This is an optimization exercise on Yosys and OpenROAD, whose aim is small area, a short achievable clock period and few clock cycles, not a production implementation.
Where RTL was checked, it was by simulation tests only, not by an equivalence proof against the original.
For runs 2 and 4 to 6, only the layout was checked, not whether the RTL still works.
No activity file was given, so power comes from the tool's default toggle rates.

<file path="flow/design.v">
`timescale 1ns/10ps
module  SOBEL(clk,reset,busy,ready,iaddr,idata,cdata_rd,cdata_wr,caddr_rd,caddr_wr,cwr,crd,csel	);
input				clk;
input				reset;
output	reg 		busy;	
input				ready;	
output 	reg [16:0]		iaddr;
input  	[7:0]		idata;	
input	[7:0]		cdata_rd;
output	reg [7:0]		cdata_wr;
output 	[15:0]		caddr_rd;
output 	reg [15:0]	caddr_wr;
output	reg         cwr;
output              crd;
output 	reg [1:0]	csel;
parameter STATE_INIT   = 4'b0,
          STATE_REC    = 4'b1,
          STATE_SEND_X = 4'b10,
          STATE_SEND_Y = 4'b100,
          STATE_SEND_F = 4'b101,
          STATE_FIN    = 4'b11,
          STATE_SEC_REC = 4'b110,
          STATE_WAIT_1 = 4'b1000,
          STATE_WAIT = 4'b111,
          STATE_WAIT_2 = 4'b1001,
          STATE_WAIT_3 = 4'b1010,
          STATE_WAIT_4 = 4'b1011;
integer i;
reg [3:0] state;
reg [3:0] nxt_state;
reg [7:0] buffer[8:0];
reg [8:0] row;
reg [8:0] col;
reg [1:0] cnt;
reg act_cnt;
reg [16:0] base_addr;
reg nxt;
reg incr_addr;
reg incr_w_addr;
reg x;
reg data_ok;
reg [7:0]data_x;
reg [7:0]data_y;
reg signed[8:0] t1;
reg signed[9:0] t2;
reg signed[8:0] t3;
reg signed[9:0] t4;
reg signed[9:0] t5;
reg send_x;
reg send_y;
reg busyx;
wire [8:0]combine;
wire next_state;
wire [1:0] cmp_cnt;
wire nxt_col;
wire nxt_row;
wire first_row;
wire first_col;
wire last_row;
wire last_col;
wire [16:0] add_base_addr;
wire [16:0] add_i_addr1;
wire [16:0] add_i_addr2;
wire [7:0] mul1;
wire [7:0] mul2;
wire [7:0] mul3;
wire [7:0] mul4;
wire signed [8:0] add1;
wire signed [9:0] add2;
wire signed [8:0] add3;
wire signed [10:0] result;
wire [7:0] ans;
assign first_row = row == 9'b1;
assign first_col = col == 9'b1;
assign cmp_cnt   = (first_row) ? 2'b01 : 2'b10;
assign next_state = cnt == cmp_cnt;
assign nxt_col   = (next_state & first_col) | nxt;
assign nxt_row   = nxt_col & last_col;
assign last_row  = row == 9'd256; 
assign last_col  = col == 9'd257;
assign add_base_addr = (last_col & next_state) ? 17'd2:17'd1;
assign add_i_addr1 = (nxt_col & next_state) ? 17'd2 : nxt_col ? 17'd1 : 17'd258;
assign add_i_addr2 = (nxt_col & next_state) ? base_addr : nxt_col ? base_addr : iaddr;
assign mul1 = (x) ? buffer[2] : buffer[6];
assign add1 = {1'b0,buffer[8]} - {1'b0,mul1};
assign mul2 = (x) ? buffer[7] : buffer[5];
assign mul3 = (x) ? buffer[1] : buffer[3];
assign add2 = {1'b0,mul2,1'b0} - {1'b0,mul3,1'b0};
assign mul4 = (x) ? buffer[6] : buffer[2];
assign add3 = {1'b0,mul4} - {1'b0,buffer[0]};
assign result = t4 + t5; 
assign ans = result[10] ? 8'b0 : |result[10:8] ? 8'hff : result[7:0];
assign combine = {1'b0,data_x} + {1'b0,data_y};
assign caddr_rd = 16'd0;
assign crd = 1'b0;
always@(posedge clk or posedge reset) begin
    if(reset) begin
       state <= STATE_INIT; 
    end
    else begin
        state <= nxt_state;
    end
end
always@(*)begin
    nxt_state = state;
    case(state)
        STATE_INIT  :nxt_state = (ready)?STATE_WAIT_1:STATE_INIT;
        STATE_WAIT_1 :nxt_state = STATE_WAIT_2;
        STATE_WAIT_2 :nxt_state = STATE_REC;
        STATE_REC   :nxt_state = (next_state & first_col) ? STATE_SEC_REC:(next_state)?STATE_WAIT:STATE_REC;
        STATE_SEC_REC :nxt_state = (next_state) ? STATE_WAIT :STATE_SEC_REC;
        STATE_WAIT  :nxt_state =STATE_WAIT_3;
        STATE_WAIT_3:nxt_state =STATE_SEND_X;
        STATE_SEND_X:nxt_state =STATE_SEND_Y;
        STATE_SEND_Y:nxt_state =STATE_SEND_F;
        STATE_SEND_F:nxt_state =(last_row & nxt_row)?STATE_FIN :STATE_REC;
    endcase
end
always@(*) begin
    act_cnt = 1'b0;
    nxt = 1'b0;
    busyx = 1'b1;
    incr_addr = 1'b0;
    incr_w_addr = 1'b0;
    csel = 2'b0;
    x = 1'b0;
    send_x = 1'b0;
    send_y = 1'b0;
    cwr = 1'b0;
    data_ok = 1'b0;
    cdata_wr = 8'b0;
    case(state)
        STATE_INIT:begin
            busyx = 1'b0;
        end
        STATE_REC:begin
            act_cnt = 1'b1;
            incr_addr = 1'b1;
            data_ok = 1'b1;
        end
        STATE_SEC_REC:begin
            act_cnt = 1'b1;
            incr_addr = 1'b1;
            data_ok = 1'b1;
        end
        STATE_WAIT:begin
            x = 1'b1;
        end
        STATE_SEND_X:begin
            send_x = 1'b1;
            csel = 2'b1;
            cwr = 1'b1;
            cdata_wr = ans;
        end
        STATE_SEND_Y:begin
            send_y = 1'b1;
            cwr = 1'b1;
            csel = 2'b10;
            cdata_wr = ans;
        end
        STATE_SEND_F:begin
            cwr = 1'b1;
            nxt = 1'b1;
            incr_addr = 1'b1;
            incr_w_addr = 1'b1;
            csel = 2'b11;
            cdata_wr = combine[8:1] + {7'b0,combine[0]};
        end
        STATE_FIN:begin
            busyx = 1'b0;
        end
    endcase
end
always@(posedge clk or posedge reset) begin
    if(reset) begin
        col <= 9'b1;
        row <= 9'b1;
        cnt <= 2'b0;
        base_addr <= 17'd258;
        caddr_wr <= 16'd0;
        iaddr <= 17'd259;
        t1 <= 9'b0;
        t2 <= 10'b0;
        t3 <= 9'b0;
        busy <= 1'b0;
        t4 <= 10'b0;
        t5 <= 10'b0;
    end
    else begin
        col <= (nxt_row) ? 9'b1 : (nxt_col) ? col + 9'b1 : col;
        row <= (nxt_row) ? row + 9'b1 : row;
        cnt <= (nxt_row | nxt_col ) ? 2'b0: act_cnt ? cnt + 2'b1 : cnt; 
        base_addr <=  (~next_state)?base_addr : (first_row & last_col)? 17'd258  : base_addr + add_base_addr;
        caddr_wr <= (incr_w_addr) ? caddr_wr + 16'd1 : caddr_wr;
        iaddr <= (~incr_addr)?iaddr: add_i_addr1 + add_i_addr2;
        t1 <= add1;
        t2 <= add2;
        t3 <= add3;
        busy <= busyx;
        t4 <= t1 + t3;
        t5 <= t2;
    end
end
always@(posedge clk) begin
    data_x <= (send_x) ? ans:data_x;
    data_y <= (send_y) ? ans:data_y;
end
always@(posedge clk or posedge reset) begin
    if(reset) begin
        for(i=0;i<9;i=i+1) 
            buffer[i] <= 8'b0;
    end
    else if(nxt_row) begin
        for(i=0;i<9;i=i+1) 
            buffer[i] <= 8'b0;
    end
    else if(data_ok) begin
        if(first_row)begin
            buffer[0] <= idata;
            buffer[1] <= buffer[0];
            buffer[3] <= buffer[1];
            buffer[4] <= buffer[3];
            buffer[6] <= buffer[4];
            buffer[7] <= buffer[6];  
        end
        else begin
            buffer[0] <= idata;
            for(i=0;i<8;i=i+1) 
                buffer[i+1] <= buffer[i];
        end
    end
end
endmodule
</file>
<file path="flow/constraint.sdc">
create_clock -name core_clock -period 5.0 [get_ports {clk}]
set_input_delay 1.0000 -clock core_clock [delete_from_list [all_inputs] [get_ports {clk}]]
set_output_delay 1.0000 -clock core_clock [all_outputs]
set_load 0.01 [all_outputs]
</file>
<file path="flow/config.mk">
export PLATFORM = sky130hd
export DESIGN_NAME = SOBEL
export DESIGN_NICKNAME = SOBEL
export VERILOG_FILES = /design/flow/design.v
export SDC_FILE = /design/flow/constraint.sdc
export NUM_CORES = 4
export LEC_CHECK = 0
export CAP_MARGIN = 20
export CORE_MARGIN = 2
export CORE_UTILIZATION = 40
export SLEW_MARGIN = 20
</file>
<file path="flow/run.sh">
#!/bin/bash
# synth_recipe.tcl (not shown) runs the flow's synth.tcl, then flattens the netlist and writes it again
# the make line also repeats each setting of config.mk as NAME=value (left out here)
make -C /OpenROAD-flow-scripts/flow DESIGN_CONFIG=/design/flow/config.mk WORK_HOME=/design/flow/orfs CLKGATE_MAP_FILE= SYNTH_SCRIPT=/design/flow/synth_recipe.tcl finish
</file>
==> reports/qor.csv, run 1 <==
stage;metric;value;unit
worst_setup_path;worst-path fanout max;8;
logic_synthesis;Syn Area/Cell;9.60;sq um
cts;CTS buffer count;25;
logic_synthesis;Synth Instances;1211;
layout;most common cell after layout, fill and taps aside;nand2_1;
cts;Clk Latency, worst-skew pair;0.51;ns
place;placed insts;1610;
min_path;Hold Path End;t5[5];
worst_setup_path;Worst R2R Start;row[0];
cts;CTS root buffer;clkbuf_16;
die;die area;30500;sq um
die;Die Y;175;microns
global_routing;first-pass GRT wire length;41.8;mm
sta;Slew Limit Headroom;0.342;
logic_synthesis;Simple-Gate Fraction of Synth Area;0.161;
logic_synthesis;Post-Synth XOR/XNOR Area;0.0678;
power;Pint;0.00333;W
cts;Clock transition at path regs;0.06;ns
layout;multi-input combinational cell area;5840;sq um
sta;final hold slack;0.341;ns
place;Port Buffers;55;
sta;Final Setup Violations;0;
place;GPL Wtd Cong;0.781;
worst_setup_path;Crit Path Category;flip-flop to output port;
die;Ports;81;
detailed_routing;routed via count;8363;
detailed_routing;Final ANT Viol Nets;0;
sta;Worst-Margin Slew;0.988;ns
layout;n_diodes;0;
cts;TritonCTS clock tree;yes;
worst_setup_path;Startpoint Class;flip-flop;
power;total power;0.00450;W
logic_synthesis;Post-Syn Area;11600;sq um
cts;setup bufs post-CTS;0;
sta;fin. max-slew vios;0;
layout;fin cells;1653;
layout;area grow syn2layout;15.1;%
layout;fraction of layout cells with a size suffix above 1;0.0835;
min_path;hold path depth;0;
worst_setup_path;crit path capture type;output port;
power;NetSw;0.00117;W
global_routing;total grt overflow;0;
logic_synthesis;register bit total from synthesis;209;
cts;post-CTS sizing;0;
global_routing;All-Layer GR Usage;0.165;
sta;post-layout minimum cycle time;4.76;ns
die;Rows;62;
power;VDD IR-drop max;278;uV
logic_synthesis;ys async rst share;0.923;
layout;fin util;0.466;
worst_setup_path;register-to-register setup slack;0.50;ns
worst_setup_path;R2R depth;21;
logic_synthesis;main combinational cell family by area after synthesis;simple AND/OR/NAND/NOR gates;
detailed_routing;drc violations;0;
min_path;HP Class;flip-flop to flip-flop;
layout;storage element area;5320;sq um
logic_synthesis;ys flop type;dfrtp_1;
detailed_routing;number of detailed-route iterations in the first pass;4;
flow_run;MaxCap Viol Count;0;
detailed_routing;Routed WL per cell;14.8;microns
layout;Total Nets Final;1343;
cts;clock buffer depth;3;
cts;H-Tree Depth;1;
logic_synthesis;post-synthesis sequential area ratio;0.457;
power;Sw Share;0.260;
logic_synthesis;post-synthesis mux area share;0.0512;
cts;Hold-fix buffers, CTS;0;
die;core area;28700;sq um
layout;most frequent cells in the layout;191 x nand2_1, 186 x dfrtp_1, 113 x a21oi_1;
detailed_routing;Vias/cell;5.06;
sta;RSZ-0062 raised after global routing;no;
global_routing;largest net degree at the start of global routing;179;
global_routing;vias in the first global route;8108;
detailed_routing;initial drt markers;381;
logic_synthesis;Post-synth EDFFs;16;
die;Die X;175;microns
sta;final hold vios;0;
logic_synthesis;Synth Warn #;2;
logic_synthesis;Adder-Cell Fraction of Synth Area;0.0816;
cts;clk sinks;209;
power;combinational share of power;0.164;
sta;setup TNS;0;ns
power;pwr dens;336;nW/um^2
sta;fin crit share;0.951;
min_path;HP Start;t2[5];
worst_setup_path;CP Data Arrival Time;3.76;ns
die;Initial Util;0.405;
global_routing;initial antenna violation count;0;
detailed_routing;total wire length;24.5;mm
logic_synthesis;Synth cell types;75;
power;Leak;6.07;nW
layout;# fillers;2713;
sta;Achievable Freq;210;MHz
power;Reg power frac;0.430;
power;clock power share;0.406;
logic_synthesis;complex-gate fraction of the synthesized area;0.132;
status;status;no timing/DRC/antenna violations;
sta;Clock Skews;0.0177;ns
worst_setup_path;reg2reg end;iaddr[14];
worst_setup_path;Critical Path RT;4.00;ns
place;DP HPWL;16.2;mm
worst max-delay path, stage by stage (launching register included):
cell	delay, ns
dfrtp_1	0.36
ha_1	0.21
inv_1	0.07
fa_1	0.19
nor2b_1	0.05
o21ai_0	0.20
a21boi_0	0.18
o311a_1	0.35
nor3_1	0.14
mux2i_1	0.09
nor4_1	0.35
nor3_1	0.11
buf_4	0.19
or2_2	0.29
clkdlybuf4s50_1	0.48
per-stage QoR:
step / setup WS, ns / cell area (sq um)
5_1_grt: 0.0190 / 13400
3_3_place_gp: 0.644 / 12600
2_1_floorplan: 0.382 / 11700
6_report: 0.245 / 13400
4_1_cts: 0.246 / 13400
3_5_place_dp: 0.533 / 12600
layout make-up:
class | instances | share of cell area
clock buffer | 37 | 0.0562
clock inverter | 6 | 0.00626
timing repair buffer | 73 | 0.0521
tap | 384 | 0.0359
inverter | 56 | 0.0160
multi-input combinational | 888 | 0.436
sequential | 209 | 0.397
cell usage after synthesis, drive strengths merged, types with 17 or more instances:
library cell,n,share of area
dfrtp,186,0.40
nor3,17,0.0087
a21oi,115,0.049
nand3,23,0.0099
nor2,87,0.028
o21ai,31,0.013
xor2,36,0.027
nand4,21,0.011
buf,33,0.017
xnor2,54,0.041
mux2i,40,0.034
mux2,17,0.017
ha,63,0.068
inv,56,0.018
nand2,193,0.063
a211oi,21,0.014
a21o,19,0.012
clkbuf,41,0.013
logic make-up after synthesis:
family,Yosys count
other cells,1
mux,57
buf+inv,130
fa+ha+maj,71
simple gates,407
xor+xnor,90
compound gates,246
flops,209
routing by layer:
metal  vias to the layer above  share of wire  track usage
li1                       4235              -            -
met2                       143           0.43        0.251
met5                         -              0            0
met1                      3958           0.52        0.250
met4                         0          0.017       0.0358
met3                        27          0.037       0.0214
power groups by stage:
| stage | clock network (W) | logic (W) | registers (W) |
|---|---|---|---|
| floorplan | 0 | 0.000597 | 0.00195 |
| global route | 0.00195 | 0.000843 | 0.00195 |
| detailed placement | 0 | 0.000735 | 0.00197 |
| finish | 0.00183 | 0.000737 | 0.00194 |
| global placement | 0 | 0.000721 | 0.00196 |
| CTS | 0.00188 | 0.000743 | 0.00194 |
registers in the layout, indices dropped and copies added, names as in the netlist, 10 cells and up:
register / flops
buffer: 72
base_addr: 17
iaddr: 17
caddr_wr: 16
t4: 10
worst max-delay path by stage:
stage	slack, ns	start	cells past startpoint	end
after floorplan	0.38	row[0]	22	iaddr[14]
after global placement	0.64	row[0]	21	iaddr[14]
after detailed placement	0.53	row[0]	21	iaddr[14]
after CTS	0.25	t4[1]	14	cdata_wr[2]
after global routing	0.02	t4[1]	14	cdata_wr[2]
final	0.24	t4[1]	14	cdata_wr[2]
Testbench counts, summed over its fixed seeds: cycles 2,099,216.
==> inputs of run 2 (changes only) <==
==> flow/design.v (replaced) <==
`timescale 1ns/10ps
module  SOBEL(clk,reset,busy,ready,iaddr,idata,cdata_rd,cdata_wr,caddr_rd,caddr_wr,cwr,crd,csel	);
input				clk;
input				reset;
output	reg 		busy;
input				ready;
output 	reg [16:0]		iaddr;
input  	[7:0]		idata;
input	[7:0]		cdata_rd;
output	reg [7:0]		cdata_wr;
output 	[15:0]		caddr_rd;
output 	reg [15:0]	caddr_wr;
output	reg         cwr;
output              crd;
output 	reg [1:0]	csel;
function [10:0] radd;
    input [10:0] a;
    input [10:0] b;
    input        ci;
    integer k;
    reg c;
    begin
        c = ci;
        for (k = 0; k < 11; k = k + 1) begin
            radd[k] = a[k] ^ b[k] ^ c;
            c = (a[k] & b[k]) | (c & (a[k] ^ b[k]));
        end
    end
endfunction
function [16:0] radd17;
    input [16:0] a;
    input [16:0] b;
    input        ci;
    integer k;
    reg c;
    begin
        c = ci;
        for (k = 0; k < 17; k = k + 1) begin
            radd17[k] = a[k] ^ b[k] ^ c;
            c = (a[k] & b[k]) | (c & (a[k] ^ b[k]));
        end
    end
endfunction
assign caddr_rd = 16'd0;
assign crd = 1'b0;
wire top = csel == 2'd3;
wire mid = csel == 2'd1;
wire bot = csel == 2'd2;
reg vnext;       
reg init;        
wire rowend = caddr_wr[7:0] == 8'd254;    
wire done   = top & cwr & (&caddr_wr);
reg [10:0] F;    
reg [9:0]  W;    
reg [9:0]  N;    
reg [10:0] G1;   
reg [10:0] G2;   
reg [8:0]  G3;   
reg [7:0]  ybuf;
wire [9:0] pix  = mid ? {1'b0, idata, 1'b0} : {2'b0, idata};
wire [7:0] xc = F[10]  ? 8'd0 : (|F[9:8])  ? 8'hff : F[7:0];
wire [7:0] yc = G1[10] ? 8'd0 : (|G1[9:8]) ? 8'hff : G1[7:0];
wire [10:0] csum = radd({3'b0, cdata_wr}, {3'b0, ybuf}, 1'b1);
always @(posedge clk) begin
    F  <= radd(top ? {1'b0, W} : F, ~{1'b0, pix}, 1'b1);
    N  <= radd({1'b0, top ? 10'd0 : N}, {1'b0, pix}, 1'b0);
    if (top) W <= N;
    if (top) begin
        G1 <= radd(G2, {3'b0, idata}, 1'b0);
        G2 <= radd({{2{G3[8]}}, G3}, {2'b0, idata, 1'b0}, 1'b0);
        G3 <= {1'b0, idata};
    end else if (bot) begin
        G1 <= radd(G1, ~{3'b0, idata}, 1'b1);
        G2 <= radd(G2, ~{2'b0, idata, 1'b0}, 1'b1);
        G3 <= radd({2'b0, G3}, ~{3'b0, idata}, 1'b1);
    end
    cdata_wr <= top ? xc : ybuf;
    ybuf     <= top ? yc : csum[8:1];
end
always @(posedge clk or posedge reset) begin
    if (reset) begin
        busy     <= 1'b0;
        csel     <= 2'd3;
        iaddr    <= 17'd0;
        caddr_wr <= 16'd0;
        cwr      <= 1'b0;
        vnext    <= 1'b0;
        init     <= 1'b1;
    end else if (busy) begin
        csel  <= done ? 2'd0 : {csel[0] ^ csel[1], csel[1]};
        iaddr <= radd17(iaddr, bot ? 17'h1FDFD : 17'd258, bot & rowend);
        if (top) begin
            cwr      <= vnext & ~done;
            vnext    <= ~rowend & ~init;
            init     <= init & ~iaddr[0];
            if (cwr) caddr_wr <= radd17({1'b0, caddr_wr}, 17'd0, 1'b1);
            if (done) busy <= 1'b0;
        end
    end else begin
        busy <= ready & (csel != 2'd0);
    end
end
endmodule
==> run 2 against run 1 <==
Net effect: now fails the layout checks on setup timing; cell area shrank 37%; critical endpoint is now iaddr[16]; utilization grew 4.3 points; largest cell class unchanged; clock power shrank 32%; total power decreased by 37%.
==> reports/qor.csv, run 2 <==
stage;metric;value;unit;change
cts;clock buffer depth;2;;was 3
global_routing;vias in the first global route;4592;;was 8,108
detailed_routing;Routed WL per cell;14.7;microns;was 14.8 microns
worst_setup_path;worst-path fanout max;4;;was 8
min_path;HP Class;flip-flop to flip-flop;;unchanged
logic_synthesis;Synth area leader;fa_1;;was dfrtp_1
worst_setup_path;CP Data Arrival Time;6.81;ns;was 3.76 ns
die;Die Y;134;microns;was 175 microns
detailed_routing;Vias/cell;4.67;;was 5.06
sta;setup ws final;-1.51;ns;was 0.245 ns
sta;fin crit share;1.30;;was 0.951
logic_synthesis;Synth cell types;37;;was 75
global_routing;first-pass GRT wire length;22.2;mm;was 41.8 mm
logic_synthesis;Post-synth top cells;72 x fa_1, 72 x inv_1, 40 x edfxtp_1, 38 x dfxtp_1, 38 x mux2_2;;was 192 x nand2_1, 186 x dfrtp_1, 115 x a21oi_1, 87 x nor2_1, 63 x ha_1
place;placed insts;815;;was 1,610
worst_setup_path;Startpoint Class;flip-flop;;unchanged
logic_synthesis;Post-synth EDFFs;40;;was 16
logic_synthesis;Synth Warn #;1;;was 2
power;pwr dens;334;nW/um^2;was 336 nW/um^2
die;Die X;134;microns;was 175 microns
sta;Worst-Margin Slew;0.958;ns;was 0.988 ns
detailed_routing;total wire length;12.6;mm;was 24.5 mm
sta;Clock Skews;0.00729;ns;was 0.0177 ns
sta;post-layout minimum cycle time;6.51;ns;was 4.76 ns
detailed_routing;routed via count;3978;;was 8,363
logic_synthesis;Syn Area/Cell;12.9;sq um;was 9.60 sq um
logic_synthesis;post-synthesis sequential area ratio;0.434;;was 0.457
sta;fin. max-slew vios;0;;unchanged
status;Layout Check Fails;setup timing;;
sta;Final Setup Violations;5;;was 0
worst_setup_path;Worst R2R Start;csel[0];;was row[0]
sta;Slew Limit Headroom;0.362;;was 0.342
cts;Clk Latency, worst-skew pair;0.41;ns;was 0.51 ns
layout;Regs by FF count;iaddr: 17 flops, caddr_wr: 16 flops;;was buffer: 72 flops, base_addr: 17 flops, iaddr: 17 flops
logic_synthesis;ys flop type;edfxtp_1;;was dfrtp_1
power;VDD IR-drop max;229;uV;was 278 uV
power;Leak;3.72;nW;was 6.07 nW
layout;largest register by flop count;iaddr;;was buffer
layout;fin cells;852;;was 1,653
layout;most common cell after layout, fill and taps aside;inv_1;;was nand2_1
global_routing;total grt overflow;0;;unchanged
logic_synthesis;Yosys top cell area share;0.213;;was 0.400
cts;CTS root buffer;clkbuf_16;;unchanged
cts;Clock transition at path regs;0.06;ns;about the same
logic_synthesis;Post-Syn Area;6780;sq um;was 11,600 sq um
layout;Design Area, Final;8450;sq um;was 13,400 sq um
die;die area;18000;sq um;was 30,500 sq um
place;Port Buffers;55;;unchanged
min_path;HP Start;N[4];;was t2[5]
die;Ports;81;;unchanged
place;GPL Wtd Cong;0.752;;was 0.781
logic_synthesis;main area contributors after synthesis;fa_1 21%, edfxtp_1 18%, dfrtp_1 13%;;was dfrtp_1 40%, ha_1 6.8%, nand2_1 6.2%
sta;Achievable Freq;154;MHz;was 210 MHz
die;core area;16600;sq um;was 28,700 sq um
status;status;complete, but fails checks;;was no timing/DRC/antenna violations
worst_setup_path;Critical Path RT;5.30;ns;was 4.00 ns
detailed_routing;number of detailed-route iterations in the first pass;4;;unchanged
die;Rows;47;;was 62
worst_setup_path;register-to-register setup slack;-1.51;ns;was 0.50 ns
worst_setup_path;critical path startpoint;csel[0];;was t4[1]
detailed_routing;initial drt markers;130;;was 381
detailed_routing;Final ANT Viol Nets;0;;unchanged
flow_run;MaxCap Viol Count;0;;unchanged
logic_synthesis;Synth Instances;526;;was 1,211
place;DP HPWL;9.21;mm;was 16.2 mm
layout;area grow syn2layout;24.6;%;was 15.1%
global_routing;All-Layer GR Usage;0.158;;was 0.165
worst_setup_path;crit path capture type;flip-flop;;was output port
worst_setup_path;Crit Path Category;flip-flop to flip-flop;;was flip-flop to output port
cts;clk sinks;117;;was 209
layout;Total Nets Final;745;;was 1,343
layout;most frequent cells in the layout;66 x inv_1, 58 x fa_1, 54 x clkdlybuf4s50_1;;was 191 x nand2_1, 186 x dfrtp_1, 113 x a21oi_1
place;Placed Area;7760;sq um;was 12,600 sq um
detailed_routing;drc violations;0;;unchanged
layout;max reg flops;17;;was 72
die;Initial Util;0.409;;was 0.405
sta;final hold vios;0;;unchanged
global_routing;largest net degree at the start of global routing;89;;was 179
sta;RSZ-0062 raised after global routing;yes;;was no
layout;n_diodes;0;;unchanged
logic_synthesis;register bit total from synthesis;117;;was 209
global_routing;initial antenna violation count;0;;unchanged
cts;CTS buffer count;17;;was 25
layout;fraction of layout cells with a size suffix above 1;0.234;;was 0.0835
cts;H-Tree Depth;4;;was 1
cts;TritonCTS clock tree;yes;;unchanged
logic_synthesis;ys async rst share;0.333;;was 0.923
## run 2: where the power goes
group	internal [W]	switching (W)
sequential	0.00110	0.0000707
clock	0.000810	0.000443
combinational	0.000188	0.000206
total	0.00210	0.000720
## run 2: through the flow
| step | util | total power, W | hold slack, ns | setup TNS, ns | worst slack (ns) |
|---|---|---|---|---|---|
| after global routing | 0.509 | 0.00300 | 0.430 | -6.04 | -1.70 |
| after detailed placement | 0.468 | 0.00160 | 0.410 | -8.71 | -1.55 |
| after CTS | 0.508 | 0.00286 | 0.424 | -5.18 | -1.54 |
| after global placement | 0.468 | 0.00157 | 0.407 | -7.61 | -1.44 |
| after floorplan | - | 0.00148 | 0.401 | -5.95 | -1.52 |
| final | 0.509 | 0.00282 | 0.421 | -5.09 | -1.51 |
## run 2: critical path, cell delays in order, from the launching register on
cell and delay, ns:
dfstp_2 0.53, inv_2 0.05, ha_4 0.18, inv_4 0.06
nor4_4 0.04, fa_2 0.34, inv_2 0.06, fa_2 0.18
inv_2 0.04, fa_2 0.33, fa_2 0.35, fa_2 0.35
fa_2 0.35, fa_2 0.35, inv_2 0.06, fa_2 0.20
ha_4 0.12, inv_2 0.04, ha_4 0.15, fa_2 0.37
fa_2 0.37, fa_2 0.37, fa_2 0.38, fa_2 0.37
fa_2 0.37, xor2_1 0.17, nand2_1 0.09, xnor2_1 0.14
## run 2: area by class of cell
class	count	area, sq um
inverter	73	277
clock inverter	13	154
multi-input combinational	316	3500
timing repair buffer	94	846
fill	1462	8140
tap	220	275
sequential	117	2940
clock buffer	19	454
## run 2: path summary, 6_finish.rpt
kind                                to  depth (start not counted)
max                          iaddr[16]                         27
min                               W[4]                          0
max reg2reg                  iaddr[16]                         27
min reg2reg                       W[4]                          0
max in group asynchronous         init                          3
min in group asynchronous  caddr_wr[0]                          3
## run 2: repair_timing
action | 4_1_cts | 5_1_grt
setup endpoints to repair | 6 | 12
buffers inserted | 3 | 2
pin swaps | 0 | 1
hold buffers | 0 | 0
gates resized for setup | 8 | 2
gates cloned | 0 | 0
## run 2: cell families after synthesis
kind of cell,after synthesis,synth area share
AO/OA/AOI/OAI,41,0.0334
AND/OR/NAND/NOR,72,0.0537
adder cells (fa/ha/maj),107,0.277
other,1,0.000553
XOR/XNOR,10,0.0129
buffers and inverters,109,0.0745
flip-flops,117,0.434
multiplexers,69,0.114
## run 2: per-layer routing
metal,share of wire,track usage,up-vias
met4,0.011,0.0491,0
met2,0.51,0.269,81
li1,-,-,1885
met1,0.43,0.195,1999
met5,0,0,-
met3,0.048,0.0442,13
==> inputs of run 3 (changes only) <==
==> flow/design.v (replaced) <==
`timescale 1ns/10ps
module  SOBEL(clk,reset,busy,ready,iaddr,idata,cdata_rd,cdata_wr,caddr_rd,caddr_wr,cwr,crd,csel	);
input				clk;
input				reset;
output	reg 		busy;
input				ready;
output 	reg [16:0]		iaddr;
input  	[7:0]		idata;
input	[7:0]		cdata_rd;
output	reg [7:0]		cdata_wr;
output 	[15:0]		caddr_rd;
output 	reg [15:0]	caddr_wr;
output	reg         cwr;
output              crd;
output 	reg [1:0]	csel;
assign caddr_rd = 16'd0;
assign crd = 1'b0;
wire top = csel == 2'd3;
wire mid = csel == 2'd1;
wire bot = csel == 2'd2;
reg vnext;       
reg init;        
wire rowend = caddr_wr[7:0] == 8'd254;    
wire done   = top & cwr & (&caddr_wr);
reg [10:0] F;    
reg [9:0]  W;    
reg [9:0]  N;    
reg [10:0] G1;   
reg [10:0] G2;   
reg [8:0]  G3;   
reg [7:0]  ybuf;
wire [9:0] pix  = mid ? {1'b0, idata, 1'b0} : {2'b0, idata};
wire [7:0] xc = F[10]  ? 8'd0 : (|F[9:8])  ? 8'hff : F[7:0];
wire [7:0] yc = G1[10] ? 8'd0 : (|G1[9:8]) ? 8'hff : G1[7:0];
wire [8:0] csum = {1'b0, cdata_wr} + {1'b0, ybuf} + 9'd1;
always @(posedge clk) begin
    F  <= (top ? {1'b0, W} : F) - {1'b0, pix};
    N  <= (top ? 10'd0 : N) + pix;
    if (top) W <= N;
    if (top) begin
        G1 <= G2 + {3'b0, idata};
        G2 <= {{2{G3[8]}}, G3} + {2'b0, idata, 1'b0};
        G3 <= {1'b0, idata};
    end else if (bot) begin
        G1 <= G1 - {3'b0, idata};
        G2 <= G2 - {2'b0, idata, 1'b0};
        G3 <= G3 - {1'b0, idata};
    end
    cdata_wr <= top ? xc : ybuf;
    ybuf     <= top ? yc : csum[8:1];
end
always @(posedge clk or posedge reset) begin
    if (reset) begin
        busy     <= 1'b0;
        csel     <= 2'd3;
        iaddr    <= 17'd0;
        caddr_wr <= 16'd0;
        cwr      <= 1'b0;
        vnext    <= 1'b0;
        init     <= 1'b1;
    end else if (busy) begin
        csel  <= done ? 2'd0 : {csel[0] ^ csel[1], csel[1]};
        iaddr <= iaddr + (bot ? 17'h1FDFD : 17'd258) + {16'd0, bot & rowend};
        if (top) begin
            cwr      <= vnext & ~done;
            vnext    <= ~rowend & ~init;
            init     <= init & ~iaddr[0];
            if (cwr) caddr_wr <= caddr_wr + 16'd1;
            if (done) busy <= 1'b0;
        end
    end else begin
        busy <= ready & (csel != 2'd0);
    end
end
endmodule
==> run 3 against run 2 <==
Net effect: the run now finishes clean; non-clock buffer count is 34 lower; clock power is 3% higher; utilization is 3.4 points lower.
==> reports/qor.csv, run 3 <==
stage;metric;value;unit;change
status;status;no timing/DRC/antenna violations;;was complete, but fails checks
die;Initial Util;0.406;;was 0.409
layout;Total Nets Final;1034;;was 745
sta;post-layout minimum cycle time;3.60;ns;was 6.51 ns
die;die area;21600;sq um;was 18,000 sq um
detailed_routing;drc violations;0;;unchanged
sta;setup TNS;0;ns;was -5.09 ns
min_path;HP Class;flip-flop to flip-flop;;unchanged
detailed_routing;number of detailed-route iterations in the first pass;7;;was 4
cts;Clock transition at path regs;0.06;ns;about the same
sta;Worst-Margin Slew;0.812;ns;was 0.958 ns
worst_setup_path;reg2reg end;iaddr[14];;was iaddr[16]
cts;setup bufs post-CTS;0;;was 3
logic_synthesis;Syn Area/Cell;9.44;sq um;was 12.9 sq um
min_path;hold path depth;0;;unchanged
layout;max reg flops;17;;unchanged
detailed_routing;Final ANT Viol Nets;0;;unchanged
layout;area grow syn2layout;17.1;%;was 24.6%
cts;Hold-fix buffers, CTS;0;;unchanged
detailed_routing;routed via count;6234;;was 3,978
logic_synthesis;Synth Warn #;1;;unchanged
power;VDD IR-drop max;232;uV;was 229 uV
sta;fin crit share;0.720;;was 1.30
sta;final hold vios;0;;unchanged
worst_setup_path;critical path startpoint;csel[0];;unchanged
die;core area;20100;sq um;was 16,600 sq um
logic_synthesis;post-synthesis sequential area ratio;0.360;;was 0.434
layout;most common cell after layout, fill and taps aside;ha_1;;was inv_1
power;Leak;4.02;nW;was 3.72 nW
worst_setup_path;Worst R2R Start;csel[0];;unchanged
place;DP HPWL;12.9;mm;was 9.21 mm
sta;RSZ-0062 raised after global routing;no;;was yes
layout;largest register by flop count;iaddr;;unchanged
place;Port Buffers;55;;unchanged
global_routing;All-Layer GR Usage;0.176;;was 0.158
logic_synthesis;ys async rst share;0.333;;unchanged
logic_synthesis;Post-synth top cells;85 x ha_1, 72 x nand2_1, 57 x nor2_1, 51 x inv_1, 44 x o21ai_0;;was 72 x fa_1, 72 x inv_1, 40 x edfxtp_1, 38 x dfxtp_1, 38 x mux2_2
cts;clock buffer depth;2;;unchanged
global_routing;vias in the first global route;6096;;was 4,592
layout;most frequent cells in the layout;84 x ha_1, 72 x nand2_1, 57 x nor2_1;;was 66 x inv_1, 58 x fa_1, 54 x clkdlybuf4s50_1
cts;CTS root buffer;clkbuf_16;;unchanged
cts;post-CTS sizing;0;;was 8
worst_setup_path;Crit Path Category;flip-flop to flip-flop;;unchanged
global_routing;largest net degree at the start of global routing;50;;was 89
sta;fin. max-slew vios;0;;unchanged
sta;Clock Skews;0.0140;ns;was 0.00729 ns
sta;Achievable Freq;278;MHz;was 154 MHz
logic_synthesis;most frequent cell after synthesis;ha_1;;
logic_synthesis;Post-Syn Area;8160;sq um;was 6780 sq um
die;Die X;147;microns;was 134 microns
global_routing;initial antenna violation count;0;;unchanged
sta;Final Setup Violations;0;;was 5
worst_setup_path;worst setup path end;iaddr[14];;was iaddr[16]
logic_synthesis;register bit total from synthesis;117;;unchanged
logic_synthesis;ys flop type;edfxtp_1;;unchanged
logic_synthesis;main area contributors after synthesis;edfxtp_1 15%, ha_1 13%, dfrtp_1 11%;;was fa_1 21%, edfxtp_1 18%, dfrtp_1 13%
cts;H-Tree Depth;4;;unchanged
layout;fin util;0.476;;was 0.509
die;Ports;81;;unchanged
worst_setup_path;Startpoint Class;flip-flop;;unchanged
logic_synthesis;Yosys top cell area share;0.147;;was 0.213
logic_synthesis;Synth cell types;62;;was 37
cts;Clk Latency, worst-skew pair;0.42;ns;was 0.41 ns
worst_setup_path;CP Data Arrival Time;3.87;ns;was 6.81 ns
flow_run;MaxCap Viol Count;0;;unchanged
worst_setup_path;crit path capture type;flip-flop;;unchanged
worst_setup_path;Critical Path RT;5.27;ns;was 5.30 ns
layout;Regs by FF count;iaddr: 17 flops, caddr_wr: 16 flops;;unchanged
global_routing;total grt overflow;0;;unchanged
detailed_routing;initial drt markers;342;;was 130
logic_synthesis;Synth Instances;865;;was 526
layout;n_diodes;0;;unchanged
logic_synthesis;Synth area leader;edfxtp_1;;was fa_1
worst_setup_path;R2R depth;12;;was 27
worst_setup_path;worst-path fanout max;18;;was 4
logic_synthesis;Post-synth EDFFs;40;;unchanged
power;pwr dens;333;nW/um^2;was 334 nW/um^2
cts;TritonCTS clock tree;yes;;unchanged
worst_setup_path;register-to-register setup slack;1.40;ns;was -1.51 ns
global_routing;first-pass GRT wire length;30.5;mm;was 22.2 mm
detailed_routing;Routed WL per cell;15.0;microns;was 14.7 microns
place;GPL Wtd Cong;0.804;;was 0.752
detailed_routing;Vias/cell;5.18;;was 4.67
die;Rows;52;;was 47
detailed_routing;total wire length;18.1;mm;was 12.6 mm
layout;fraction of layout cells with a size suffix above 1;0.0707;;was 0.234
cts;CTS buffer count;17;;unchanged
cts;clk sinks;117;;unchanged
sta;Slew Limit Headroom;0.458;;was 0.362
min_path;HP Start;N[2];;was N[4]
die;Die Y;147;microns;was 134 microns
## run 3: cell types whose count changed after synthesis, sizes merged, moves of 26 or more
cell / before / now
fa: 72 / 10
ha: 35 / 85
nor2: 11 / 57
nand2: 29 / 72
xnor2: 7 / 42
a21oi: 6 / 38
mux2: 45 / 14
o21a: 1 / 27
## run 3: layout make-up
| cell class | instances | area, sq um |
|---|---|---|
| repair buffers | 60 | 588 |
| clock buffers | 19 | 433 |
| clock inverters | 13 | 180 |
| multi-input cells | 671 | 4880 |
| fillers | 1918 | 10500 |
| inverters | 53 | 199 |
| well taps | 270 | 338 |
| flip-flops and latches | 117 | 2940 |
## run 3: worst max-delay path, cell delays in order (launching register included)
cell      delay [ns]
dfstp_2         0.58
inv_1           0.09
ha_1            0.49
and3_1          0.29
fa_1            0.41
inv_1           0.09
fa_1            0.21
nor2b_1         0.08
o31a_1          0.27
o21ba_2         0.27
o31ai_1         0.33
mux2i_1         0.21
o311ai_0        0.13
## run 3: metal layers
metal | GRT usage | wire (microns)
met3 | 0.0398 | 721
met2 | 0.274 | 8170
met4 | 0.0583 | 225
met5 | 0 | 0
met1 | 0.242 | 8980
## run 3: worst min-delay path by stage
stage and to:
2_1_floorplan W[0], 3_3_place_gp W[0], 3_5_place_dp W[2], 4_1_cts W[2], 5_1_grt W[2], 6_report W[2]
## run 3: where the power goes
group          switching, W  internal (W)
Combinational      0.000377      0.000358
Sequential        0.0000572       0.00111
Clock              0.000457      0.000833
Total              0.000891       0.00230
## run 3: cells by family after synthesis
kind of cell	share of synthesized area
buf+inv	0.0507
flops	0.360
other cells	0.000459
fa+ha+maj	0.155
mux	0.0340
compound gates	0.190
simple gates	0.143
xor+xnor	0.0665
## run 3: per-stage QoR
step | power [W] | cells | area, sq um | hold slack, ns | worst slack (ns)
6_report | 0.00319 | 1203 | 9560 | 0.421 | 1.40
4_1_cts | 0.00322 | 1203 | 9560 | 0.421 | 1.35
3_5_place_dp | 0.00191 | 1171 | 8950 | 0.407 | 0.989
3_3_place_gp | 0.00189 | 1171 | 8950 | 0.403 | 1.06
2_1_floorplan | 0.00178 | 881 | 8220 | 0.401 | 1.35
5_1_grt | 0.00337 | 1203 | 9560 | 0.436 | 1.13
Testbench counts of run 3, summed over its fixed seeds: cycles 789,540.
==> inputs of run 4 (changes only) <==
==> flow/design.v (replaced) <==
`timescale 1ns/10ps
module  SOBEL(clk,reset,busy,ready,iaddr,idata,cdata_rd,cdata_wr,caddr_rd,caddr_wr,cwr,crd,csel	);
input				clk;
input				reset;
output	reg 		busy;
input				ready;
output 	reg [16:0]		iaddr;
input  	[7:0]		idata;
input	[7:0]		cdata_rd;
output	reg [7:0]		cdata_wr;
output 	[15:0]		caddr_rd;
output 	reg [15:0]	caddr_wr;
output	reg         cwr;
output              crd;
output 	reg [1:0]	csel;
function [16:0] add;
    input [16:0] a;
    input [16:0] b;
    input        ci;
    integer i, j;
    reg [16:0] p, g, x;
    begin
        x = a ^ b;
        p = x;
        g = a & b;
        g[0] = g[0] | (p[0] & ci);
        for (i = 1; i <= 5; i = i + 1)
            for (j = 2**i - 1; j < 17; j = j + 2**i) begin
                g[j] = g[j] | (p[j] & g[j - 2**(i-1)]);
                p[j] = p[j] & p[j - 2**(i-1)];
            end
        for (i = 5; i > 0; i = i - 1)
            for (j = 2**i + 2**(i-1) - 1; j < 17; j = j + 2**i) begin
                g[j] = g[j] | (p[j] & g[j - 2**(i-1)]);
                p[j] = p[j] & p[j - 2**(i-1)];
            end
        add = x ^ {g[15:0], ci};
    end
endfunction
assign caddr_rd = 16'd0;
assign crd = 1'b0;
wire top = csel == 2'd3;
wire mid = csel == 2'd1;
wire bot = csel == 2'd2;
reg vnext;       
reg init;        
wire rowend = caddr_wr[7:0] == 8'd254;    
wire done   = top & cwr & (&caddr_wr);
reg [9:0]  N;     
reg [9:0]  S1;    
reg [9:0]  S2;    
reg [8:0]  K;     
reg [8:0]  D1;    
reg [10:0] G2;    
reg [7:0]  ybuf;
wire [9:0]  pix = mid ? {1'b0, idata, 1'b0} : {2'b0, idata};
wire [8:0]  d0  = ~K;                                    
wire [16:0] nsum = add({7'd0, top ? 10'd0 : N}, {7'd0, pix}, 1'b0);
wire [16:0] ksum = add({8'd0, K}, {9'd0, idata}, 1'b0);
wire [16:0] gx   = add({7'd0, S2}, ~{7'd0, N}, 1'b1);    
wire [16:0] gy   = add({6'd0, G2}, {{8{d0[8]}}, d0}, 1'b0);
wire [16:0] g2n  = add({{8{D1[8]}}, D1}, {{7{d0[8]}}, d0, 1'b0}, 1'b0);
wire [16:0] csum = add({9'd0, cdata_wr}, {9'd0, ybuf}, 1'b1);
wire [7:0] xc = gx[10] ? 8'd0 : (|gx[9:8]) ? 8'hff : gx[7:0];
wire [7:0] yc = gy[10] ? 8'd0 : (|gy[9:8]) ? 8'hff : gy[7:0];
always @(posedge clk) begin
    N <= nsum[9:0];
    if (top) begin
        S1 <= N;
        S2 <= S1;
        D1 <= d0;
        G2 <= g2n[10:0];
        K  <= ~{1'b0, idata};
    end else if (bot) begin
        K  <= ksum[8:0];
    end
    cdata_wr <= top ? xc : ybuf;
    ybuf     <= top ? yc : csum[8:1];
end
always @(posedge clk or posedge reset) begin
    if (reset) begin
        busy     <= 1'b0;
        csel     <= 2'd3;
        iaddr    <= 17'd0;
        caddr_wr <= 16'd0;
        cwr      <= 1'b0;
        vnext    <= 1'b0;
        init     <= 1'b1;
    end else if (busy) begin
        csel  <= done ? 2'd0 : {csel[0] ^ csel[1], csel[1]};
        iaddr <= add(iaddr, bot ? 17'h1FDFD : 17'd258, bot & rowend);
        if (top) begin
            cwr      <= vnext & ~done;
            vnext    <= ~rowend & ~init;
            init     <= init & ~iaddr[0];
            if (cwr) caddr_wr <= add({1'b0, caddr_wr}, 17'd1, 1'b0);
            if (done) busy <= 1'b0;
        end
    end else begin
        busy <= ready & (csel != 2'd0);
    end
end
endmodule
==> run 4 against run 3 <==
Net effect: area after synthesis decreased by 13%; final cell count decreased by 21%; synthesized cell count decreased by 25%; sequential power about the same; combinational power increased by 25%; critical path type unchanged; maximum frequency decreased by 9.4%; non-clock buffer count decreased by 1; largest cell class unchanged; routed wire length decreased by 27%.
==> reports/qor.csv, run 4 <==
stage;metric;value;unit;change
logic_synthesis;complex-gate fraction of the synthesized area;0.0997;;was 0.190
die;core area;17400;sq um;was 20,100 sq um
logic_synthesis;Syn Area/Cell;11.0;sq um;was 9.44 sq um
cts;Hold-fix buffers, CTS;0;;unchanged
place;DP HPWL;9.88;mm;was 12.9 mm
sta;Achievable Freq;252;MHz;was 278 MHz
sta;Clock Skews;0.00683;ns;was 0.0140 ns
logic_synthesis;Synth Instances;649;;was 865
cts;TritonCTS clock tree;yes;;unchanged
min_path;HP Start;D1[0];;was N[2]
power;pwr dens;388;nW/um^2;was 333 nW/um^2
sta;fin crit share;0.795;;was 0.720
detailed_routing;Routed WL per cell;14.0;microns;was 15.0 microns
sta;fin. max-slew vios;0;;unchanged
worst_setup_path;register-to-register setup slack;1.03;ns;was 1.40 ns
min_path;hold path depth;0;;unchanged
die;Rows;48;;was 52
sta;setup TNS;0;ns;unchanged
logic_synthesis;Adder-Cell Fraction of Synth Area;0.227;;was 0.155
sta;Final Setup Violations;0;;unchanged
cts;CTS root buffer;clkbuf_16;;unchanged
logic_synthesis;ys flop type;edfxtp_1;;unchanged
layout;Total Nets Final;838;;was 1,034
logic_synthesis;post-synthesis sequential area ratio;0.418;;was 0.360
detailed_routing;drc violations;0;;unchanged
status;status;no timing/DRC/antenna violations;;unchanged
sta;final hold slack;0.417;ns;was 0.421 ns
cts;H-Tree Depth;4;;unchanged
cts;Clk Latency, worst-skew pair;0.41;ns;was 0.42 ns
global_routing;first-pass GRT wire length;22.6;mm;was 30.5 mm
worst_setup_path;Startpoint Class;flip-flop;;unchanged
worst_setup_path;CP Data Arrival Time;4.27;ns;was 3.87 ns
detailed_routing;initial drt markers;99;;was 342
logic_synthesis;Post-synth top cells;73 x ha_1, 67 x inv_1, 50 x nand2_1, 49 x edfxtp_1, 37 x nor2_1;;was 85 x ha_1, 72 x nand2_1, 57 x nor2_1, 51 x inv_1, 44 x o21ai_0
logic_synthesis;Post-Syn Area;7120;sq um;was 8160 sq um
global_routing;All-Layer GR Usage;0.155;;was 0.176
die;Initial Util;0.410;;was 0.406
logic_synthesis;Synth Warn #;1;;unchanged
worst_setup_path;worst-path fanout max;13;;was 18
global_routing;largest net degree at the start of global routing;82;;was 50
detailed_routing;total wire length;13.3;mm;was 18.1 mm
worst_setup_path;Worst R2R Start;csel[1];;was csel[0]
logic_synthesis;main area contributors after synthesis;edfxtp_1 21%, ha_1 13%, dfrtp_1 13%;;was edfxtp_1 15%, ha_1 13%, dfrtp_1 11%
die;Die Y;137;microns;was 147 microns
die;Die X;137;microns;was 147 microns
cts;clock buffer depth;2;;unchanged
logic_synthesis;Synth cell types;56;;was 62
layout;most frequent cells in the layout;72 x ha_1, 67 x inv_1, 55 x clkdlybuf4s50_1;;was 84 x ha_1, 72 x nand2_1, 57 x nor2_1
cts;Clock transition at path regs;0.05;ns;was 0.06 ns
cts;post-CTS sizing;0;;unchanged
logic_synthesis;main combinational cell family by area after synthesis;adder cells;;was compound AO/OA/AOI/OAI gates
sta;Worst-Margin Slew;0.859;ns;was 0.812 ns
cts;CTS buffer count;17;;unchanged
logic_synthesis;Post-synth EDFFs;49;;was 40
logic_synthesis;most frequent cell after synthesis;ha_1;;unchanged
logic_synthesis;Yosys top cell area share;0.207;;was 0.147
layout;most common cell after layout, fill and taps aside;ha_1;;unchanged
global_routing;vias in the first global route;4722;;was 6,096
layout;Regs by FF count;iaddr: 17 flops, caddr_wr: 16 flops, G2: 11 flops;;was iaddr: 17 flops, caddr_wr: 16 flops
logic_synthesis;register bit total from synthesis;114;;was 117
global_routing;initial antenna violation count;0;;unchanged
sta;post-layout minimum cycle time;3.97;ns;was 3.60 ns
layout;# fillers;1551;;was 1,918
min_path;HP Class;flip-flop to flip-flop;;unchanged
place;GPL Wtd Cong;0.781;;was 0.804
power;VDD IR-drop max;310;uV;was 232 uV
min_path;Hold Path End;G2[0];;was W[2]
cts;setup bufs post-CTS;0;;unchanged
power;Leak;3.69;nW;was 4.02 nW
worst_setup_path;reg2reg end;iaddr[14];;unchanged
detailed_routing;Vias/cell;4.85;;was 5.18
worst_setup_path;Critical Path RT;5.30;ns;was 5.27 ns
detailed_routing;routed via count;4600;;was 6,234
place;Port Buffers;55;;unchanged
place;Placement Setup Slack;1.01;ns;was 0.989 ns
die;Ports;81;;unchanged
layout;fin cells;949;;was 1,203
sta;final hold vios;0;;unchanged
logic_synthesis;Post-Synth XOR/XNOR Area;0.0506;;was 0.0665
logic_synthesis;post-synthesis mux area share;0.0318;;was 0.0340
worst_setup_path;crit path capture type;flip-flop;;unchanged
sta;setup ws final;1.03;ns;was 1.40 ns
detailed_routing;number of detailed-route iterations in the first pass;4;;was 7
place;placed insts;917;;was 1,171
power;total power;0.00326;W;was 0.00319 W
worst_setup_path;R2R depth;13;;was 12
logic_synthesis;ys async rst share;0.342;;was 0.333
logic_synthesis;Synth area leader;edfxtp_1;;unchanged
detailed_routing;Final ANT Viol Nets;0;;unchanged
sta;RSZ-0062 raised after global routing;no;;unchanged
layout;n_diodes;0;;unchanged
logic_synthesis;Simple-Gate Fraction of Synth Area;0.110;;was 0.143
cts;clk sinks;114;;was 117
layout;max reg flops;17;;unchanged
layout;largest register by flop count;iaddr;;unchanged
flow_run;MaxCap Viol Count;0;;unchanged
global_routing;total grt overflow;0;;unchanged
layout;fraction of layout cells with a size suffix above 1;0.0856;;was 0.0707
worst_setup_path;Crit Path Category;flip-flop to flip-flop;;unchanged
layout;area grow syn2layout;18.2;%;was 17.1%
sta;Slew Limit Headroom;0.427;;was 0.458
die;die area;18900;sq um;was 21,600 sq um
[run 4: cell types whose count changed after synthesis, moves of 13 or more]
cell,before,now
o31ai_1,23,2
o21a_1,27,3
nor2_1,57,37
nor2b_1,24,11
fa_1,10,35
o21ai_0,44,11
nand2_1,72,50
inv_1,51,67
nand2b_1,5,19
nor3_1,23,8
[run 4: metrics by stage]
step | utilization | cell area (sq um)
global route | 0.485 | 8420
detailed placement | 0.452 | 7850
CTS | 0.485 | 8420
floorplan | - | 7180
finish | 0.485 | 8420
global placement | 0.452 | 7850
[run 4: kinds of logic (layout without fill, tap and decap cells)]
kind of cell             after synthesis  count (layout)
AND/OR/NAND/NOR                      162             162
flip-flops                           114             114
adder cells (fa/ha/maj)              108             108
AO/OA/AOI/OAI                        105             105
buffers and inverters                 99             158
XOR/XNOR                              39              39
multiplexers                          21              21
other                                  1              17
[run 4: per-layer routing]
| metal | GRT usage | wire (microns) |
|---|---|---|
| met1 | 0.197 | 5950 |
| met2 | 0.248 | 6200 |
| met3 | 0.0611 | 984 |
| met4 | 0.0378 | 128 |
| met5 | 0 | 0 |
[run 4: power breakdown]
group	internal (W)	total (W)	switching (W)
Sequential	0.00109	0.00119	0.0000987
Combinational	0.000439	0.000917	0.000478
Clock	0.000739	0.00116	0.000418
Total	0.00227	0.00326	0.000994
[run 4: final cells by class]
type,count,area (sq um),share of cell area
clock buffer,21,450,0.0535
clock inverter,11,113,0.0134
inverter,67,251,0.0299
multi-input combinational,452,3770,0.448
sequential,114,2970,0.353
tap,225,282,0.0335
timing repair buffer,59,581,0.0690
[run 4: how the worst max path moves through the flow]
stage	startpoint	to	slack (ns)	cells after the start
6_report	csel[1]	iaddr[14]	1.03	13
2_1_floorplan	csel[1]	N[9]	0.92	15
5_1_grt	csel[1]	iaddr[14]	0.69	13
3_5_place_dp	csel[1]	iaddr[14]	1.01	13
3_3_place_gp	csel[1]	iaddr[14]	1.07	13
4_1_cts	csel[1]	iaddr[14]	0.96	13
[run 4: worst max-delay path, stage by stage (launching register included)]
cell and delay [ns]:
dfstp_2 0.59, ha_1 0.52, and2_1 0.22, fa_1 0.19, inv_1 0.06, fa_1 0.38
nand2b_1 0.17, a21oi_1 0.19, o21ai_0 0.15, o21ai_1 0.42, a21o_1 0.18, a21o_1 0.12
fa_1 0.40, mux2_2 0.27
==> inputs of run 5 (changes only) <==
--- a/flow/config.mk
+++ b/flow/config.mk
@@ -9,3 +9,4 @@
 export CORE_MARGIN = 2
 export CORE_UTILIZATION = 40
+export SETUP_SLACK_MARGIN = 2.0
 export SLEW_MARGIN = 20
==> run 5 against run 4 <==
Net effect: final cell count is 4.6% higher; flip-flop and latch count unchanged; cell area is 8.7% higher; via count up 6.7%; critical path depth increased by 3; routed wire length is 11% higher; clock-buffer cell count up 5; sequential share of layout area shrank 2.7 points; critical path type unchanged.
==> reports/qor.csv, run 5 <==
stage;metric;value;unit;change
layout;storage element area;2980;sq um;was 2970 sq um
sta;fin. max-slew vios;0;;unchanged
layout;n_diodes;0;;unchanged
place;GPL Wtd Cong;0.781;;about the same
flow_run;MaxCap Viol Count;0;;unchanged
logic_synthesis;Post-synth EDFFs;49;;unchanged
worst_setup_path;R2R depth;16;;was 13
global_routing;total grt overflow;0;;unchanged
global_routing;vias in the first global route;5129;;was 4,722
worst_setup_path;Startpoint Class;flip-flop;;unchanged
cts;TritonCTS clock tree;yes;;unchanged
cts;CTS buffer count;17;;unchanged
status;status;no timing/DRC/antenna violations;;unchanged
power;VDD IR-drop max;279;uV;was 310 uV
layout;largest register by flop count;iaddr;;unchanged
detailed_routing;total wire length;14.7;mm;was 13.3 mm
place;DP HPWL;10.0;mm;was 9.88 mm
logic_synthesis;Yosys top cell area share;0.207;;unchanged
cts;clk sinks;114;;unchanged
cts;Clk Latency, worst-skew pair;0.41;ns;about the same
detailed_routing;Final ANT Viol Nets;0;;unchanged
cts;clock buffer depth;2;;unchanged
logic_synthesis;ys flop type;edfxtp_1;;unchanged
sta;setup TNS;0;ns;unchanged
power;pwr dens;400;nW/um^2;was 388 nW/um^2
die;Die Y;137;microns;unchanged
worst_setup_path;crit path capture type;flip-flop;;unchanged
global_routing;initial antenna violation count;0;;unchanged
global_routing;largest net degree at the start of global routing;40;;was 82
worst_setup_path;Critical Path RT;5.30;ns;about the same
layout;most common cell after layout, fill and taps aside;ha_1;;unchanged
die;Initial Util;0.410;;unchanged
die;die area;18900;sq um;unchanged
layout;# fillers;1496;;was 1,551
logic_synthesis;Syn Area/Cell;11.0;sq um;unchanged
sta;final hold vios;0;;unchanged
layout;area grow syn2layout;28.5;%;was 18.2%
worst_setup_path;CP Data Arrival Time;3.44;ns;was 4.27 ns
layout;Total Nets Final;882;;was 838
place;Port Buffers;55;;unchanged
die;Die X;137;microns;unchanged
cts;CTS root buffer;clkbuf_16;;unchanged
logic_synthesis;register bit total from synthesis;114;;unchanged
layout;Regs by FF count;iaddr: 17 flops, caddr_wr: 16 flops, G2: 11 flops;;unchanged
worst_setup_path;Worst R2R Start;caddr_wr[0];;was csel[1]
logic_synthesis;post-synthesis sequential area ratio;0.418;;unchanged
detailed_routing;routed via count;4909;;was 4,600
sta;Achievable Freq;318;MHz;was 252 MHz
global_routing;All-Layer GR Usage;0.169;;was 0.155
min_path;hold path depth;0;;unchanged
logic_synthesis;Synth Warn #;1;;unchanged
cts;Clock transition at path regs;0.06;ns;was 0.05 ns
global_routing;first-pass GRT wire length;24.6;mm;was 22.6 mm
sta;Clock Skews;0.00762;ns;was 0.00683 ns
detailed_routing;Routed WL per cell;14.8;microns;was 14.0 microns
layout;multi-input combinational cell area;4080;sq um;was 3770 sq um
worst_setup_path;reg2reg end;iaddr[14];;unchanged
power;Leak;4.01;nW;was 3.69 nW
sta;Worst-Margin Slew;0.741;ns;was 0.859 ns
layout;most frequent cells in the layout;66 x ha_1, 59 x inv_1, 51 x clkdlybuf4s50_1;;was 72 x ha_1, 67 x inv_1, 55 x clkdlybuf4s50_1
logic_synthesis;Synth cell types;56;;unchanged
place;Placement Setup Slack;1.25;ns;was 1.01 ns
logic_synthesis;Post-synth top cells;73 x ha_1, 67 x inv_1, 50 x nand2_1, 49 x edfxtp_1, 37 x nor2_1;;unchanged
sta;post-layout minimum cycle time;3.14;ns;was 3.97 ns
worst_setup_path;worst-path fanout max;2;;was 13
die;Rows;48;;unchanged
detailed_routing;number of detailed-route iterations in the first pass;4;;unchanged
min_path;HP Class;flip-flop to flip-flop;;unchanged
worst_setup_path;critical path startpoint;caddr_wr[0];;was csel[1]
logic_synthesis;ys async rst share;0.342;;unchanged
worst_setup_path;worst setup path end;iaddr[14];;unchanged
die;Ports;81;;unchanged
sta;fin crit share;0.628;;was 0.795
logic_synthesis;most frequent cell after synthesis;ha_1;;unchanged
sta;setup ws final;1.86;ns;was 1.03 ns
worst_setup_path;Crit Path Category;flip-flop to flip-flop;;unchanged
sta;RSZ-0062 raised after global routing;yes;;was no
worst_setup_path;register-to-register setup slack;1.86;ns;was 1.03 ns
die;core area;17400;sq um;unchanged
layout;fraction of layout cells with a size suffix above 1;0.224;;was 0.0856
logic_synthesis;main area contributors after synthesis;edfxtp_1 21%, ha_1 13%, dfrtp_1 13%;;unchanged
detailed_routing;Vias/cell;4.94;;was 4.85
sta;Final Setup Violations;0;;unchanged
logic_synthesis;Synth Instances;649;;unchanged
detailed_routing;drc violations;0;;unchanged
sta;Slew Limit Headroom;0.505;;was 0.427
cts;H-Tree Depth;4;;unchanged
logic_synthesis;Synth area leader;edfxtp_1;;unchanged
logic_synthesis;Post-Syn Area;7120;sq um;unchanged
detailed_routing;initial drt markers;217;;was 99
layout;max reg flops;17;;unchanged
layout;fin util;0.527;;was 0.485
-- run 5: cell counts after synthesis --
Identical to the previous run, type by type.
-- run 5: layer usage --
metal | track usage | routed length (microns) | vias to the layer above
li1 | - | - | 2410
met1 | 0.198 | 6330 | 2384
met2 | 0.291 | 7330 | 95
met3 | 0.0592 | 812 | 20
met4 | 0.0515 | 205 | 0
met5 | 0 | 0 | -
-- run 5: worst max-delay path, cell delays in order (launching register included) --
cell and delay [ns]:
dfrtp_1 0.39, inv_2 0.09, ha_4 0.14, nand3_4 0.07
nor2_4 0.10, and2_4 0.14, fa_2 0.19, inv_2 0.04
fa_2 0.33, nand2b_4 0.16, a21oi_4 0.18, o21ai_4 0.09
o21ai_4 0.13, a21o_1 0.12, a21o_1 0.12, fa_2 0.43
mux2_2 0.28
-- run 5: layout make-up --
cell class,instances,area share
inverters,67,0.0275
flip-flops and latches,114,0.326
multi-input cells,452,0.446
well taps,225,0.0308
clock inverters,6,0.00684
clock buffers,26,0.0616
repair buffers,103,0.101
-- run 5: per-stage QoR --
step / cell area (sq um) / cells / hold WS, ns / power (W)
6_report: 9150 / 993 / 0.416 / 0.00366
5_1_grt: 9150 / 993 / 0.423 / 0.00389
4_1_cts: 8800 / 962 / 0.419 / 0.00355
3_5_place_dp: 7920 / 916 / 0.406 / 0.00217
3_3_place_gp: 7920 / 916 / 0.400 / 0.00212
2_1_floorplan: 7280 / 665 / 0.400 / 0.00187
-- run 5: worst min-delay path by stage --
stage          start     to  slack [ns]
2_1_floorplan  D1[0]  G2[0]        0.40
3_3_place_gp   S1[8]  S2[8]        0.40
3_5_place_dp   S1[6]  S2[6]        0.41
4_1_cts        S1[6]  S2[6]        0.42
5_1_grt        S1[0]  S2[0]        0.42
6_report       S1[3]  S2[3]        0.42
-- run 5: where the power goes --
group / internal, W / switching [W]
Clock: 0.000824 / 0.000430
Sequential: 0.00109 / 0.000103
Combinational: 0.000597 / 0.000614
Total: 0.00252 / 0.00115
-- run 5: cells by family after synthesis --
family,Yosys count,share of synthesized area
and+or+nand+nor,162,0.110
other,1,0.000527
xor gates and xnor gates,39,0.0506
AOI/OAI and AO/OA,105,0.0997
adders and majority gates,108,0.227
muxes,21,0.0318
DFF,114,0.418
buffers and inverters,99,0.0633
-- run 5: what timing repair did --
item / 4_1_cts / 5_1_grt
pin swaps: 11 / 28
setup endpoints to repair: 34 / 28
resized for setup: 39 / 44
hold buffers: 0 / 0
setup buffers: 14 / 31
==> inputs of run 6 (changes only) <==
--- a/flow/config.mk
+++ b/flow/config.mk
@@ -9,4 +9,4 @@
 export CORE_MARGIN = 2
 export CORE_UTILIZATION = 40
-export SETUP_SLACK_MARGIN = 2.0
+export SETUP_SLACK_MARGIN = 2.8
 export SLEW_MARGIN = 20
==> run 6 against run 5 <==
Net effect: maximum frequency is essentially flat; critical path depth shrank 4; sequential power is essentially flat; clock-buffer cell count shrank 3; non-clock buffer count grew 22; flip-flop and latch count is the same; total power grew 1.3%; largest cell class unchanged; highest routed layer unchanged.
==> reports/qor.csv, run 6 <==
stage;metric;value;unit;change
cts;Hold-fix buffers, CTS;0;;unchanged
layout;Regs by FF count;iaddr: 17 flops, caddr_wr: 16 flops, G2: 11 flops;;unchanged
logic_synthesis;Syn Area/Cell;11.0;sq um;unchanged
layout;# fillers;1489;;was 1,496
min_path;hold path depth;0;;unchanged
die;Die X;137;microns;unchanged
logic_synthesis;Post-Syn Area;7120;sq um;unchanged
worst_setup_path;Worst R2R Start;csel[0];;was caddr_wr[0]
logic_synthesis;Synth Instances;649;;unchanged
logic_synthesis;complex-gate fraction of the synthesized area;0.0997;;unchanged
detailed_routing;routed via count;5100;;was 4,909
power;Sw Share;0.330;;was 0.313
sta;Clock Skews;0.0122;ns;was 0.00762 ns
worst_setup_path;critical path startpoint;csel[0];;was caddr_wr[0]
min_path;HP Class;flip-flop to flip-flop;;unchanged
power;NetSw;0.00122;W;was 0.00115 W
cts;H-Tree Depth;4;;unchanged
detailed_routing;Final ANT Viol Nets;0;;unchanged
layout;most common cell after layout, fill and taps aside;ha_1;;unchanged
sta;post-layout minimum cycle time;3.14;ns;about the same
logic_synthesis;ys async rst share;0.342;;unchanged
logic_synthesis;Synth Warn #;1;;unchanged
detailed_routing;Routed WL per cell;15.6;microns;was 14.8 microns
min_path;Hold Path End;S2[2];;was S2[3]
worst_setup_path;reg2reg end;iaddr[14];;unchanged
global_routing;vias in the first global route;5087;;was 5,129
global_routing;All-Layer GR Usage;0.167;;was 0.169
sta;fin. max-slew vios;0;;unchanged
power;Reg power frac;0.322;;was 0.327
power;Pint;0.00249;W;was 0.00252 W
detailed_routing;drc violations;0;;unchanged
die;die area;18900;sq um;unchanged
logic_synthesis;Post-Synth XOR/XNOR Area;0.0506;;unchanged
global_routing;initial antenna violation count;0;;unchanged
place;Port Buffers;55;;unchanged
global_routing;largest net degree at the start of global routing;40;;unchanged
logic_synthesis;register bit total from synthesis;114;;unchanged
sta;Achievable Freq;318;MHz;about the same
logic_synthesis;Yosys top cell area share;0.207;;unchanged
layout;most frequent cells in the layout;63 x ha_1, 53 x inv_1, 49 x edfxtp_1;;was 66 x ha_1, 59 x inv_1, 51 x clkdlybuf4s50_1
place;GPL Wtd Cong;0.774;;was 0.781
power;Leak;4.29;nW;was 4.01 nW
layout;fraction of layout cells with a size suffix above 1;0.311;;was 0.224
sta;Slew Limit Headroom;0.445;;was 0.505
flow_run;MaxCap Viol Count;0;;unchanged
layout;n_diodes;0;;unchanged
min_path;HP Start;S1[2];;was S1[3]
logic_synthesis;Synth area leader;edfxtp_1;;unchanged
logic_synthesis;ys flop type;edfxtp_1;;unchanged
sta;final hold vios;0;;unchanged
sta;Final Setup Violations;0;;unchanged
detailed_routing;number of detailed-route iterations in the first pass;4;;unchanged
worst_setup_path;Crit Path Category;flip-flop to flip-flop;;unchanged
status;status;no timing/DRC/antenna violations;;unchanged
place;DP HPWL;10.1;mm;was 10.0 mm
detailed_routing;total wire length;15.9;mm;was 14.7 mm
logic_synthesis;Adder-Cell Fraction of Synth Area;0.227;;unchanged
die;Initial Util;0.410;;unchanged
power;VDD IR-drop max;296;uV;was 279 uV
detailed_routing;Vias/cell;5.02;;was 4.94
die;Ports;81;;unchanged
logic_synthesis;Synth cell types;56;;unchanged
global_routing;first-pass GRT wire length;24.2;mm;was 24.6 mm
worst_setup_path;worst-path fanout max;12;;was 2
global_routing;total grt overflow;0;;unchanged
detailed_routing;initial drt markers;157;;was 217
cts;Clock transition at path regs;0.06;ns;about the same
worst_setup_path;Startpoint Class;flip-flop;;unchanged
logic_synthesis;main combinational cell family by area after synthesis;adder cells;;unchanged
cts;TritonCTS clock tree;yes;;unchanged
layout;Total Nets Final;905;;was 882
==> run 6: cell counts after synthesis <==
Identical to the previous run, type by type.
==> run 6: metrics by stage <==
| stage | worst slack, ns | instance area [sq um] | std cells | util |
|---|---|---|---|---|
| after floorplan | 1.74 | 7410 | 665 | - |
| after global placement | 1.34 | 8030 | 916 | 0.463 |
| after detailed placement | 1.32 | 8030 | 916 | 0.463 |
| after CTS | 1.84 | 9060 | 986 | 0.522 |
| after global routing | 1.74 | 9510 | 1016 | 0.548 |
| final | 1.86 | 9510 | 1016 | 0.548 |
==> run 6: what timing repair did <==
action / CTS / global route
resized for setup: 135 / 58
cloned: 0 / 3
endpoints found under the setup margin: 126 / 65
pin swaps: 45 / 37
hold endpoints to repair: 0 / 0
buffers inserted: 38 / 27
==> run 6: layout make-up <==
type	instances	area, sq um	area share
clock inverter	9	52.6	0.00553
clock buffer	23	499	0.0525
tap	225	282	0.0296
multi-input combinational	453	4260	0.448
sequential	114	2980	0.314
timing repair buffer	125	1180	0.124
inverter	67	259	0.0272
==> run 6: logic make-up (layout without fill, tap and decap cells) <==
family / Yosys count / in the layout
multiplexers: 21 / 21
other: 1 / 17
flip-flops: 114 / 114
XOR/XNOR: 39 / 39
adder cells (fa/ha/maj): 108 / 108
buffers and inverters: 99 / 224
AO/OA/AOI/OAI: 105 / 105
AND/OR/NAND/NOR: 162 / 163
==> run 6: critical path, cell delays in order, from the launching register on <==
cell and delay (ns):
dfstp_2 0.55, inv_2 0.06, ha_4 0.17, buf_4 0.20
ha_1 0.39, a211oi_1 0.27, nand2_1 0.12, o21ai_4 0.18
o21ai_4 0.07, a21o_1 0.16, a21o_1 0.17, fa_1 0.42
mux2_2 0.27
==> run 6: layer usage <==
| layer | wire length [microns] | track usage | up-vias | part of all wire |
|---|---|---|---|---|
| met5 | 0 | 0 | - | 0 |
| met4 | 166 | 0.0533 | 0 | 0.010 |
| met3 | 673 | 0.0449 | 13 | 0.042 |
| met2 | 8230 | 0.294 | 93 | 0.52 |
| met1 | 6810 | 0.198 | 2540 | 0.43 |
| li1 | - | - | 2454 | - |
==> run 6: power by group through the flow <==
| stage | Combinational [W] | Clock [W] | Sequential (W) |
|---|---|---|---|
| final | 0.00139 | 0.00113 | 0.00119 |
| after global routing | 0.00153 | 0.00119 | 0.00121 |
| after CTS | 0.00121 | 0.00115 | 0.00119 |
| after detailed placement | 0.00108 | 0 | 0.00122 |
| after global placement | 0.00104 | 0 | 0.00121 |
| after floorplan | 0.000780 | 0 | 0.00122 |
==> run 6: worst max-delay path by stage <==
stage,endpoint,depth (start not counted)
6_report,iaddr[14],12
5_1_grt,iaddr[14],16
4_1_cts,ybuf[0],10
3_5_place_dp,N[8],12
3_3_place_gp,N[8],12
2_1_floorplan,iaddr[14],13

[what the ideal ports hide]
In the flow no input, the clock included, has a driving cell. The finished layouts below were timed again as built, in two steps. Step 1 assumes that a clkbuf_16 drives the clock port and a buf_2 every other input. Step 2, shift: input delay + t, output delay - t, t = (earliest + latest rising clock arrival at the registers) / 2. This alone moves slack from input paths to output paths. Three values: no drivers, after step 1, after step 2; two values: the first two.
run | t, ns | setup WS [ns]
run 1 | 0.553 | 0.245 / 0.197 / 0.504
run 2 | 0.449 | -1.512 / -1.512 / -1.512
run 3 | 0.455 | 1.402 / 1.402 / 0.996
run 4 | 0.447 | 1.027 / 1.027 / 1.027
run 5 | 0.452 | 1.858 / 1.858 / 1.736
run 6 | 0.450 | 1.859 / 1.859 / 1.808
